Source: an optimization exercise on an open RTL-to-GDS flow (aim: a short achievable clock period and few clock cycles). Production flows keep margins and buffers that such runs may drop. RTL that was checked went through simulation tests only; none was proved equivalent to the original. Power is estimated from default activity; no workload was simulated.

==> inputs of run a <==
Design mips8_cpu, start of the top module:
module mips8_cpu(clk, rst, prog_len, imem_addr, imem_rdata, dmem_addr, dmem_rdata,
                 wb_en, wb_addr, wb_data, done, result);
   input clk;
   input rst;
   input [7:0] prog_len;
   output [7:0] imem_addr;
   input [31:0] imem_rdata;
   output [7:0] dmem_addr;
   input [7:0] dmem_rdata;
   output wb_en;
   output [4:0] wb_addr;
   output [7:0] wb_data;
   output done;
   output [7:0] result;
   localparam NB = 8;
   integer i;
   reg [7:0] len_r;
   always @(posedge clk) len_r <= prog_len;
   reg [7:0] rf [1:31];
   reg [7:0] A;
   reg       halted;
   reg       jrchk;
   reg [7:0] pcI;
   reg       vI;
   reg       predI;    
   reg [2:0] idxI;
   reg       vD;
   reg [4:0] rsD, rtD, destD;
   reg [31:1] rsohD, rtohD;
   reg [7:0] immD, pcD, pc1D, tgtD;
   reg       adduD, sltD, jrD, beqD, bneD, jalD, lwD, addiuD, wenD, useRsD, useRtD;
   reg       pc1_geD;
   reg       sEs, sMs, sWs, sOs, sRs, sEt, sMt, sWt, sOt, sRt;
   reg       hzE, hzM;
   reg       predD;    
   reg       btbD;     
   reg [2:0] idxD;
   reg       vE;
   reg [7:0] opA, opB, pcE, tgtE, next_eqE, next_neE;
   reg       redir_eqE, redir_neE, halt_eqE, halt_neE, tk_eqE, tk_neE;
   reg       sltE, jrE, brE, lwE, wenE;
   reg [4:0] destE;
   reg       predE;
   reg       btbE;
   reg [2:0] idxE;
   reg       mV, mLoad;
   reg [4:0] mDest;
   reg [7:0] mRes;
   reg [7:0] dA;
   reg       wV, wLoad;
   reg [4:0] wDest;
   reg [7:0] wRes;
   reg       oV;
   reg [4:0] oDest;
   reg [7:0] oData;
   reg       done_r;
   reg       bv [0:NB-1];
   reg [7:0] btag [0:NB-1];
   reg [7:0] btgt [0:NB-1];
   reg [2:0] brr;
   reg       uAlloc, uInval;
   reg [7:0] uPc, uTgt;
   reg [2:0] uIdx;
   wire [7:0] sum = opA + opB;
   wire       lt  = $signed(opA) < $signed(opB);
   wire [7:0] resE = sltE ? {7'b0, lt} : sum;
   wire       eq  = (opA == opB);
   wire       redirE = vE & (eq ? redir_eqE : redir_neE);
   wire       haltE  = vE & (eq ? halt_eqE : halt_neE);
   wire       takenE = eq ? tk_eqE : tk_neE;
   wire [7:0] wdata = wLoad ? dmem_rdata : wRes;
   function [7:0] rdrf;
      input [31:1] oh;
      integer k;
      begin
         rdrf = 8'd0;
         for (k = 1; k < 32; k = k + 1)
            rdrf = rdrf | (oh[k] ? rf[k] : 8'd0);
      end
   endfunction
  ...
export LEC_CHECK = 0
export ABC_CLOCK_PERIOD_IN_PS = 2000
export CAP_MARGIN = 20
export CORE_MARGIN = 2
export CORE_UTILIZATION = 40
export PLACE_DENSITY = 0.6
export SETUP_SLACK_MARGIN = 3
export SLEW_MARGIN = 20
create_clock -name core_clock -period 5.0 [get_ports {clk}]
run.sh (not shown) runs the stock make flow with config.mk's settings and CLKGATE_MAP_FILE= SYNTH_SCRIPT=/design/flow/synth_recipe.tcl, a recipe that flattens the netlist after the stock synthesis.
==> inputs of run b, as changes to run a <==
--- a/flow/design.v
+++ b/flow/design.v
@@ -20,30 +20,26 @@
    reg [7:0] A;
    reg       halted;
    reg       jrchk;
    reg [7:0] pcI;
    reg       vI;
-   reg       predI;    
+   reg       predI;
    reg [2:0] idxI;
    reg       vD;
    reg [4:0] rsD, rtD, destD;
    reg [31:1] rsohD, rtohD;
    reg [7:0] immD, pcD, pc1D, tgtD;
    reg       adduD, sltD, jrD, beqD, bneD, jalD, lwD, addiuD, wenD, useRsD, useRtD;
    reg       pc1_geD;
-   reg       sEs, sMs, sWs, sOs, sRs, sEt, sMt, sWt, sOt, sRt;
-   reg       hzE, hzM;
-   reg       predD;    
-   reg       btbD;     
+   reg       predD;
    reg [2:0] idxD;
    reg       vE;
    reg [7:0] opA, opB, pcE, tgtE, next_eqE, next_neE;
    reg       redir_eqE, redir_neE, halt_eqE, halt_neE, tk_eqE, tk_neE;
    reg       sltE, jrE, brE, lwE, wenE;
    reg [4:0] destE;
    reg       predE;
-   reg       btbE;
    reg [2:0] idxE;
    reg       mV, mLoad;
    reg [4:0] mDest;
    reg [7:0] mRes;
    reg [7:0] dA;
@@ -76,15 +72,31 @@
          rdrf = 8'd0;
          for (k = 1; k < 32; k = k + 1)
             rdrf = rdrf | (oh[k] ? rf[k] : 8'd0);
       end
    endfunction
-   wire [7:0] rsv = ({8{sEs}} & resE) | ({8{sMs}} & mRes) | ({8{sWs}} & wdata)
-                  | ({8{sOs}} & oData) | ({8{sRs}} & rdrf(rsohD));
-   wire [7:0] rtv = ({8{sEt}} & resE) | ({8{sMt}} & mRes) | ({8{sWt}} & wdata)
-                  | ({8{sOt}} & oData) | ({8{sRt}} & rdrf(rtohD));
-   wire stallD = vD & (hzE | hzM);
+   function [7:0] fwd;
+      input [4:0] r;
+      input [7:0] rfv;
+      reg mE, mM, mW, mO;
+      begin
+         mE = vE & wenE & (destE == r);
+         mM = mV & (mDest == r);
+         mW = wV & (wDest == r);
+         mO = oV & (oDest == r);
+         fwd = (mE ? resE : 8'd0)
+             | ((~mE & mM) ? mRes : 8'd0)
+             | ((~mE & ~mM & mW) ? wdata : 8'd0)
+             | ((~mE & ~mM & ~mW & mO) ? oData : 8'd0)
+             | ((~mE & ~mM & ~mW & ~mO) ? rfv : 8'd0);
+      end
+   endfunction
+   wire [7:0] rsv = fwd(rsD, rdrf(rsohD));
+   wire [7:0] rtv = fwd(rtD, rdrf(rtohD));
+   wire hazE = vE & wenE & lwE & ((useRsD & (destE == rsD)) | (useRtD & (destE == rtD)));
+   wire hazM = mV & mLoad & ((useRsD & (mDest == rsD)) | (useRtD & (mDest == rtD)));
+   wire stallD = vD & (hazE | hazM);
    wire replayD = stallD & vI;
    wire tgt_geD = (tgtD >= len_r);
    wire tk_eqD = jalD | beqD;
    wire tk_neD = jalD | bneD;
    wire redir_eqD = jrD | (tk_eqD ? (~predD | tgt_geD) : (predD | pc1_geD));
@@ -107,22 +119,10 @@
    wire [4:0] rtI = ins[20:16];
    wire [4:0] destI = (adduI | sltI) ? ins[15:11] : (jalI ? 5'd31 : rtI);
    wire wenI = (adduI | sltI | jalI | lwI | addiuI) & (destI != 5'd0);
    wire [7:0] pc1I = pcI + 8'd1;
    wire [7:0] tgtI = jalI ? ins[7:0] : (pcI + ins[7:0]);
-   wire useRsI = adduI | sltI | jrI | beqI | bneI | lwI | addiuI;
-   wire useRtI = adduI | sltI | beqI | bneI;
-   wire fEs = vD & wenD & (destD == rsI);
-   wire fMs = vE & wenE & (destE == rsI);
-   wire fWs = mV & (mDest == rsI);
-   wire fOs = wV & (wDest == rsI);
-   wire fEt = vD & wenD & (destD == rtI);
-   wire fMt = vE & wenE & (destE == rtI);
-   wire fWt = mV & (mDest == rtI);
-   wire fOt = wV & (wDest == rtI);
-   wire hzEI = vD & wenD & lwD & ((useRsI & (destD == rsI)) | (useRtI & (destD == rtI)));
-   wire hzMI = vE & wenE & lwE & ((useRsI & (destE == rsI)) | (useRtI & (destE == rtI)));
    reg [31:1] rsohI, rtohI;
    always @(*) begin
       for (i = 1; i < 32; i = i + 1) begin
          rsohI[i] = (rsI == i);
          rtohI[i] = (rtI == i);
@@ -142,12 +142,11 @@
             btF  = btF | btgt[i];
          end
       end
    end
    wire haltF = jrchk & (A >= len_r);
-   wire spI = vI & ~predI & ~stallD & (jalI | ((beqI | bneI) & ins[7]));
-   wire [7:0] Apred = replayD ? pcI : (spI ? tgtI : (hitF ? btF : A + 8'd1));
+   wire [7:0] Apred = replayD ? pcI : (hitF ? btF : A + 8'd1);
    wire [7:0] Xeq = (vE & redir_eqE) ? (jrE ? opA : next_eqE) : Apred;
    wire [7:0] Xne = (vE & redir_neE) ? (jrE ? opA : next_neE) : Apred;
    wire [7:0] Anext = eq ? Xeq : Xne;
    always @(posedge clk) begin
       A <= Anext;
@@ -172,32 +171,14 @@
          bneD <= bneI;
          jalD <= jalI;
          lwD <= lwI;
          addiuD <= addiuI;
          wenD <= wenI;
-         predD <= predI | spI;
-         btbD <= predI;
+         useRsD <= adduI | sltI | jrI | beqI | bneI | lwI | addiuI;
+         useRtD <= adduI | sltI | beqI | bneI;
+         predD <= predI;
          idxD <= idxI;
-         useRsD <= useRsI;
-         useRtD <= useRtI;
-         sEs <= fEs;
-         sMs <= ~fEs & fMs;
-         sWs <= ~fEs & ~fMs & fWs;
-         sOs <= ~fEs & ~fMs & ~fWs & fOs;
-         sRs <= ~fEs & ~fMs & ~fWs & ~fOs;
-         sEt <= fEt;
-         sMt <= ~fEt & fMt;
-         sWt <= ~fEt & ~fMt & fWt;
-         sOt <= ~fEt & ~fMt & ~fWt & fOt;
-         sRt <= ~fEt & ~fMt & ~fWt & ~fOt;
-         hzE <= hzEI;
-         hzM <= hzMI;
-      end else begin
-         sEs <= 1'b0; sMs <= sEs; sWs <= sMs; sOs <= sWs; sRs <= sRs | sOs;
-         sEt <= 1'b0; sMt <= sEt; sWt <= sMt; sOt <= sWt; sRt <= sRt | sOt;
-         hzE <= 1'b0;
-         hzM <= hzE;
       end
       opA <= jalD ? pc1D : rsv;
       opB <= (addiuD | lwD) ? immD : (jalD ? 8'd0 : rtv);
       pcE <= pcD;
       tgtE <= tgtD;
@@ -214,11 +195,10 @@
       brE <= beqD | bneD | jalD;
       lwE <= lwD;
       wenE <= wenD;
       destE <= destD;
       predE <= predD;
-      btbE <= btbD;
       idxE <= idxD;
       mLoad <= lwE;
       mDest <= destE;
       mRes <= resE;
       dA <= sum;
@@ -251,21 +231,21 @@
          for (i = 0; i < NB; i = i + 1) bv[i] <= 1'b0;
          for (i = 1; i < 32; i = i + 1) rf[i] <= 8'd0;
       end else begin
          halted <= halted | haltE | haltF;
          jrchk <= vE & jrE;
-         vI <= ~halted & ~haltE & ~haltF & ~redirE & ~replayD & ~spI;
+         vI <= ~halted & ~haltE & ~haltF & ~redirE & ~replayD;
          if (redirE) vD <= 1'b0;
          else if (~stallD) vD <= vI;
          vE <= vD & ~stallD & ~redirE;
          mV <= vE & wenE;
          wV <= mV;
          oV <= wV;
          if (oV) rf[oDest] <= oData;
          done_r <= (halted | haltE | haltF) & ~(vE & wenE) & ~mV & ~wV;
-         uAlloc <= vE & brE & takenE & ~btbE;
-         uInval <= vE & brE & ~takenE & btbE;
+         uAlloc <= vE & brE & takenE & ~predE;
+         uInval <= vE & brE & ~takenE & predE;
          if (uAlloc) begin
             bv[brr] <= 1'b1;
             brr <= brr + 3'd1;
          end else if (uInval) begin
             bv[uIdx] <= 1'b0;
==> flow/config.mk (replaced) <==
export PLATFORM = sky130hd
export DESIGN_NAME = mips8_cpu
export DESIGN_NICKNAME = mips8_cpu
export VERILOG_FILES = /design/flow/design.v
export SDC_FILE = /design/flow/constraint.sdc
export NUM_CORES = 4
export LEC_CHECK = 0
export ABC_CLOCK_PERIOD_IN_PS = 1500
export CAP_MARGIN = 20
export CORE_MARGIN = 2
export CORE_UTILIZATION = 30
export PLACE_DENSITY = 0.5
export SETUP_SLACK_MARGIN = 3.5
export SLEW_MARGIN = 20
==> inputs of run c, as changes to run a <==
--- a/flow/design.v
+++ b/flow/design.v
@@ -11,40 +11,40 @@
    output [4:0] wb_addr;
    output [7:0] wb_data;
    output done;
    output [7:0] result;
    localparam NB = 8;
-   integer i;
+   integer i, ia, ib;
    reg [7:0] len_r;
    always @(posedge clk) len_r <= prog_len;
    reg [7:0] rf [1:31];
    reg [7:0] A;
    reg       halted;
    reg       jrchk;
    reg [7:0] pcI;
    reg       vI;
    reg       predI;    
-   reg [2:0] idxI;
+   reg [NB-1:0] idxI;
    reg       vD;
    reg [4:0] rsD, rtD, destD;
    reg [31:1] rsohD, rtohD;
    reg [7:0] immD, pcD, pc1D, tgtD;
    reg       adduD, sltD, jrD, beqD, bneD, jalD, lwD, addiuD, wenD, useRsD, useRtD;
    reg       pc1_geD;
    reg       sEs, sMs, sWs, sOs, sRs, sEt, sMt, sWt, sOt, sRt;
    reg       hzE, hzM;
    reg       predD;    
    reg       btbD;     
-   reg [2:0] idxD;
+   reg [NB-1:0] idxD;
    reg       vE;
    reg [7:0] opA, opB, pcE, tgtE, next_eqE, next_neE;
    reg       redir_eqE, redir_neE, halt_eqE, halt_neE, tk_eqE, tk_neE;
    reg       sltE, jrE, brE, lwE, wenE;
    reg [4:0] destE;
    reg       predE;
    reg       btbE;
-   reg [2:0] idxE;
+   reg [NB-1:0] idxE;
    reg       mV, mLoad;
    reg [4:0] mDest;
    reg [7:0] mRes;
    reg [7:0] dA;
    reg       wV, wLoad;
@@ -52,25 +52,28 @@
    reg [7:0] wRes;
    reg       oV;
    reg [4:0] oDest;
    reg [7:0] oData;
    reg       done_r;
+   reg [7:0] res_r;    
    reg       bv [0:NB-1];
    reg [7:0] btag [0:NB-1];
    reg [7:0] btgt [0:NB-1];
    reg [2:0] brr;
    reg       uAlloc, uInval;
    reg [7:0] uPc, uTgt;
-   reg [2:0] uIdx;
+   reg [NB-1:0] uIdx;
    wire [7:0] sum = opA + opB;
    wire       lt  = $signed(opA) < $signed(opB);
    wire [7:0] resE = sltE ? {7'b0, lt} : sum;
    wire       eq  = (opA == opB);
    wire       redirE = vE & (eq ? redir_eqE : redir_neE);
    wire       haltE  = vE & (eq ? halt_eqE : halt_neE);
    wire       takenE = eq ? tk_eqE : tk_neE;
    wire [7:0] wdata = wLoad ? dmem_rdata : wRes;
+   wire skipM = mV & ~mLoad & ~wV;
+   wire skipE = vE & wenE & ~lwE & ~mV & ~wV;
    function [7:0] rdrf;
       input [31:1] oh;
       integer k;
       begin
          rdrf = 8'd0;
@@ -109,53 +112,64 @@
    wire wenI = (adduI | sltI | jalI | lwI | addiuI) & (destI != 5'd0);
    wire [7:0] pc1I = pcI + 8'd1;
    wire [7:0] tgtI = jalI ? ins[7:0] : (pcI + ins[7:0]);
    wire useRsI = adduI | sltI | jrI | beqI | bneI | lwI | addiuI;
    wire useRtI = adduI | sltI | beqI | bneI;
-   wire fEs = vD & wenD & (destD == rsI);
-   wire fMs = vE & wenE & (destE == rsI);
-   wire fWs = mV & (mDest == rsI);
-   wire fOs = wV & (wDest == rsI);
-   wire fEt = vD & wenD & (destD == rtI);
-   wire fMt = vE & wenE & (destE == rtI);
-   wire fWt = mV & (mDest == rtI);
-   wire fOt = wV & (wDest == rtI);
+   wire mDs = vD & wenD & (destD == rsI);
+   wire mEs = vE & wenE & (destE == rsI);
+   wire mMs = mV & (mDest == rsI);
+   wire mWs = wV & (wDest == rsI);
+   wire mDt = vD & wenD & (destD == rtI);
+   wire mEt = vE & wenE & (destE == rtI);
+   wire mMt = mV & (mDest == rtI);
+   wire mWt = wV & (wDest == rtI);
+   wire fEs = mDs;
+   wire fMs = ~mDs & mEs & ~skipE;
+   wire fWs = ~mDs & ~mEs & mMs & ~skipM;
+   wire fOs = ~mDs & ((mEs & skipE) | (~mEs & mMs & skipM) | (~mEs & ~mMs & mWs));
+   wire fEt = mDt;
+   wire fMt = ~mDt & mEt & ~skipE;
+   wire fWt = ~mDt & ~mEt & mMt & ~skipM;
+   wire fOt = ~mDt & ((mEt & skipE) | (~mEt & mMt & skipM) | (~mEt & ~mMt & mWt));
    wire hzEI = vD & wenD & lwD & ((useRsI & (destD == rsI)) | (useRtI & (destD == rtI)));
    wire hzMI = vE & wenE & lwE & ((useRsI & (destE == rsI)) | (useRtI & (destE == rtI)));
    reg [31:1] rsohI, rtohI;
    always @(*) begin
-      for (i = 1; i < 32; i = i + 1) begin
-         rsohI[i] = (rsI == i);
-         rtohI[i] = (rtI == i);
+      for (ia = 1; ia < 32; ia = ia + 1) begin
+         rsohI[ia] = (rsI == ia);
+         rtohI[ia] = (rtI == ia);
       end
    end
-   reg       hitF;
-   reg [2:0] idxF;
+   wire [7:0] Aseq = A + 8'd1;
+   reg [NB-1:0] ohN;
+   reg [7:0] btN;
+   always @(*) begin
+      btN  = 8'd0;
+      for (ib = 0; ib < NB; ib = ib + 1) begin
+         ohN[ib] = bv[ib] && (btag[ib] == A);
+         btN  = btN | (ohN[ib] ? btgt[ib] : 8'd0);
+      end
+   end
+   reg       hitS, seqS;
+   reg [NB-1:0] idxF;
    reg [7:0] btF;
-   always @(*) begin
-      hitF = 1'b0;
-      idxF = 3'd0;
-      btF  = 8'd0;
-      for (i = 0; i < NB; i = i + 1) begin
-         if (bv[i] && (btag[i] == A)) begin
-            hitF = 1'b1;
-            idxF = i;
-            btF  = btF | btgt[i];
-         end
-      end
-   end
-   wire haltF = jrchk & (A >= len_r);
-   wire spI = vI & ~predI & ~stallD & (jalI | ((beqI | bneI) & ins[7]));
-   wire [7:0] Apred = replayD ? pcI : (spI ? tgtI : (hitF ? btF : A + 8'd1));
+   wire      hitF = hitS & seqS;
+   wire haltF = jrchk;    
+   localparam SP = 1;
+   wire spI = (SP != 0) & vI & ~predI & ~stallD & (jalI | ((beqI | bneI) & ins[7]));
+   wire [7:0] Apred = replayD ? pcI : (spI ? tgtI : (hitF ? btF : Aseq));
    wire [7:0] Xeq = (vE & redir_eqE) ? (jrE ? opA : next_eqE) : Apred;
    wire [7:0] Xne = (vE & redir_neE) ? (jrE ? opA : next_neE) : Apred;
    wire [7:0] Anext = eq ? Xeq : Xne;
    always @(posedge clk) begin
       A <= Anext;
       pcI <= A;
       predI <= hitF;
       idxI <= idxF;
+      hitS <= |ohN;
+      idxF <= ohN;
+      btF <= btN;
       if (~stallD) begin
          rsD <= rsI;
          rtD <= rtI;
          destD <= destI;
          rsohD <= rsohI;
@@ -178,24 +192,26 @@
          btbD <= predI;
          idxD <= idxI;
          useRsD <= useRsI;
          useRtD <= useRtI;
          sEs <= fEs;
-         sMs <= ~fEs & fMs;
-         sWs <= ~fEs & ~fMs & fWs;
-         sOs <= ~fEs & ~fMs & ~fWs & fOs;
+         sMs <= fMs;
+         sWs <= fWs;
+         sOs <= fOs;
          sRs <= ~fEs & ~fMs & ~fWs & ~fOs;
          sEt <= fEt;
-         sMt <= ~fEt & fMt;
-         sWt <= ~fEt & ~fMt & fWt;
-         sOt <= ~fEt & ~fMt & ~fWt & fOt;
+         sMt <= fMt;
+         sWt <= fWt;
+         sOt <= fOt;
          sRt <= ~fEt & ~fMt & ~fWt & ~fOt;
          hzE <= hzEI;
          hzM <= hzMI;
       end else begin
-         sEs <= 1'b0; sMs <= sEs; sWs <= sMs; sOs <= sWs; sRs <= sRs | sOs;
-         sEt <= 1'b0; sMt <= sEt; sWt <= sMt; sOt <= sWt; sRt <= sRt | sOt;
+         sEs <= 1'b0; sMs <= sEs & ~skipE; sWs <= sMs & ~skipM;
+         sOs <= (sEs & skipE) | (sMs & skipM) | sWs; sRs <= sRs | sOs;
+         sEt <= 1'b0; sMt <= sEt & ~skipE; sWt <= sMt & ~skipM;
+         sOt <= (sEt & skipE) | (sMt & skipM) | sWt; sRt <= sRt | sOt;
          hzE <= 1'b0;
          hzM <= hzE;
       end
       opA <= jalD ? pc1D : rsv;
       opB <= (addiuD | lwD) ? immD : (jalD ? 8'd0 : rtv);
@@ -223,17 +239,17 @@
       mRes <= resE;
       dA <= sum;
       wLoad <= mLoad;
       wDest <= mDest;
       wRes <= mRes;
-      oDest <= wDest;
-      oData <= wdata;
+      oDest <= wV ? wDest : (mV ? mDest : destE);
+      oData <= wV ? wdata : (mV ? mRes : resE);
       uPc <= pcE;
       uTgt <= tgtE;
       uIdx <= idxE;
       if (uAlloc) begin
-         btag[brr] <= uPc;
+         btag[brr] <= uPc - 8'd1;
          btgt[brr] <= uTgt;
       end
       if (rst) begin
          halted <= 1'b0;
          jrchk <= 1'b0;
@@ -246,37 +262,42 @@
          done_r <= 1'b0;
          brr <= 3'd0;
          uAlloc <= 1'b0;
          uInval <= 1'b0;
          A <= 8'd0;
+         seqS <= 1'b0;
          for (i = 0; i < NB; i = i + 1) bv[i] <= 1'b0;
          for (i = 1; i < 32; i = i + 1) rf[i] <= 8'd0;
+         res_r <= 8'd0;
       end else begin
          halted <= halted | haltE | haltF;
-         jrchk <= vE & jrE;
+         seqS <= ~redirE & ~replayD & ~spI & ~hitF;
+         jrchk <= vE & jrE & (opA >= len_r);
          vI <= ~halted & ~haltE & ~haltF & ~redirE & ~replayD & ~spI;
          if (redirE) vD <= 1'b0;
          else if (~stallD) vD <= vI;
          vE <= vD & ~stallD & ~redirE;
-         mV <= vE & wenE;
-         wV <= mV;
-         oV <= wV;
+         mV <= vE & wenE & ~skipE;
+         wV <= mV & ~skipM;
+         oV <= wV | skipM | skipE;
          if (oV) rf[oDest] <= oData;
+         res_r <= (oV & (oDest == 5'd2)) ? oData : rf[2];
          done_r <= (halted | haltE | haltF) & ~(vE & wenE) & ~mV & ~wV;
          uAlloc <= vE & brE & takenE & ~btbE;
          uInval <= vE & brE & ~takenE & btbE;
          if (uAlloc) begin
             bv[brr] <= 1'b1;
             brr <= brr + 3'd1;
          end else if (uInval) begin
-            bv[uIdx] <= 1'b0;
+            for (i = 0; i < NB; i = i + 1)
+               if (uIdx[i]) bv[i] <= 1'b0;
          end
       end
    end
    assign imem_addr = A;
    assign dmem_addr = dA;
    assign wb_en = oV;
    assign wb_addr = oDest;
    assign wb_data = oData;
    assign done = done_r;
-   assign result = rf[2];
+   assign result = res_r;
 endmodule
==> flow/config.mk (replaced) <==
export PLATFORM = sky130hd
export DESIGN_NAME = mips8_cpu
export DESIGN_NICKNAME = mips8_cpu
export VERILOG_FILES = /design/flow/design.v
export SDC_FILE = /design/flow/constraint.sdc
export NUM_CORES = 4
export LEC_CHECK = 0
export CAP_MARGIN = 20
export CORE_MARGIN = 2
export CORE_UTILIZATION = 50
export PLACE_DENSITY = 0.7
export SETUP_SLACK_MARGIN = 3
export SLEW_MARGIN = 20
==> comparison table <==
item                                                        run a      run c       run b
Status                           no timing/DRC/antenna violations  no timing/DRC/antenna violations  no timing/DRC/antenna violations
Final-layout worst hold slack                            0.322 ns   0.325 ns    0.325 ns
Number of vias after detailed routing                       23.0k      24.6k       23.4k
Category of the critical setup timing path             reg -> reg  in -> reg  reg -> reg
Number of well taps                                           959        790       1,287
Number of global-route vias before repair                   21.9k      23.0k       22.6k
Fraction of met3 tracks used by global routing              6.90%      14.2%       5.29%
Share of post-route cells with drive strength above 1       30.2%      31.0%       44.7%
Sequential cell power                                     7.08 mW    7.30 mW     7.08 mW
R2R Setup Slk                                             2.59 ns    2.49 ns     2.42 ns
Count of different cell masters after synthesis                69         70          77
Die extent in y                                            276 um     253 um      320 um
Clock Power                                               5.65 mW    5.84 mW     5.95 mW
Worst EP arrival                                          3.00 ns    3.18 ns     3.14 ns
Testbench counts of run b, summed over its fixed seeds: cycles 29,391.
Function not checked in run a and run c: the RTL went through the layout flow alone.

==> re-timing with driven ports <==
The flow's constraints put no driver on any port. The routed layouts listed below were extracted and timed again, unchanged, in two steps.
Step 1 (the two cells are an assumption about what drives the block):
set clk [get_ports {clk}]
set_driving_cell -lib_cell sky130_fd_sc_hd__clkbuf_16 $clk
set_driving_cell -lib_cell sky130_fd_sc_hd__buf_2 [delete_from_list [all_inputs] $clk]
Step 2 moves the port delays by t, midway between the first and last clock arrival at a register: inputs arrive t later, outputs are due t later. That takes back most of the time a late clock gives input paths.
Slacks: ideal / step 1 / step 2; pairs: ideal / step 1.
run | shift t [ns] | setup slack, ns | worst slew at a driven data input, ns | pins driven straight from the clock port
run a | 0.703 | 2.590 / 2.575 / 1.888 | 0.07 | 1
run b | 0.738 | 2.421 / 2.421 / 2.101 | 0.07 | 1
run c | 0.702 | 2.347 / 2.375 / 1.674 | 0.09 | 1
After both steps setup and hold are still met in every run listed. The setup slack of run a, which loses most, moves by -0.015 ns with the drivers and by -0.702 ns with both steps.
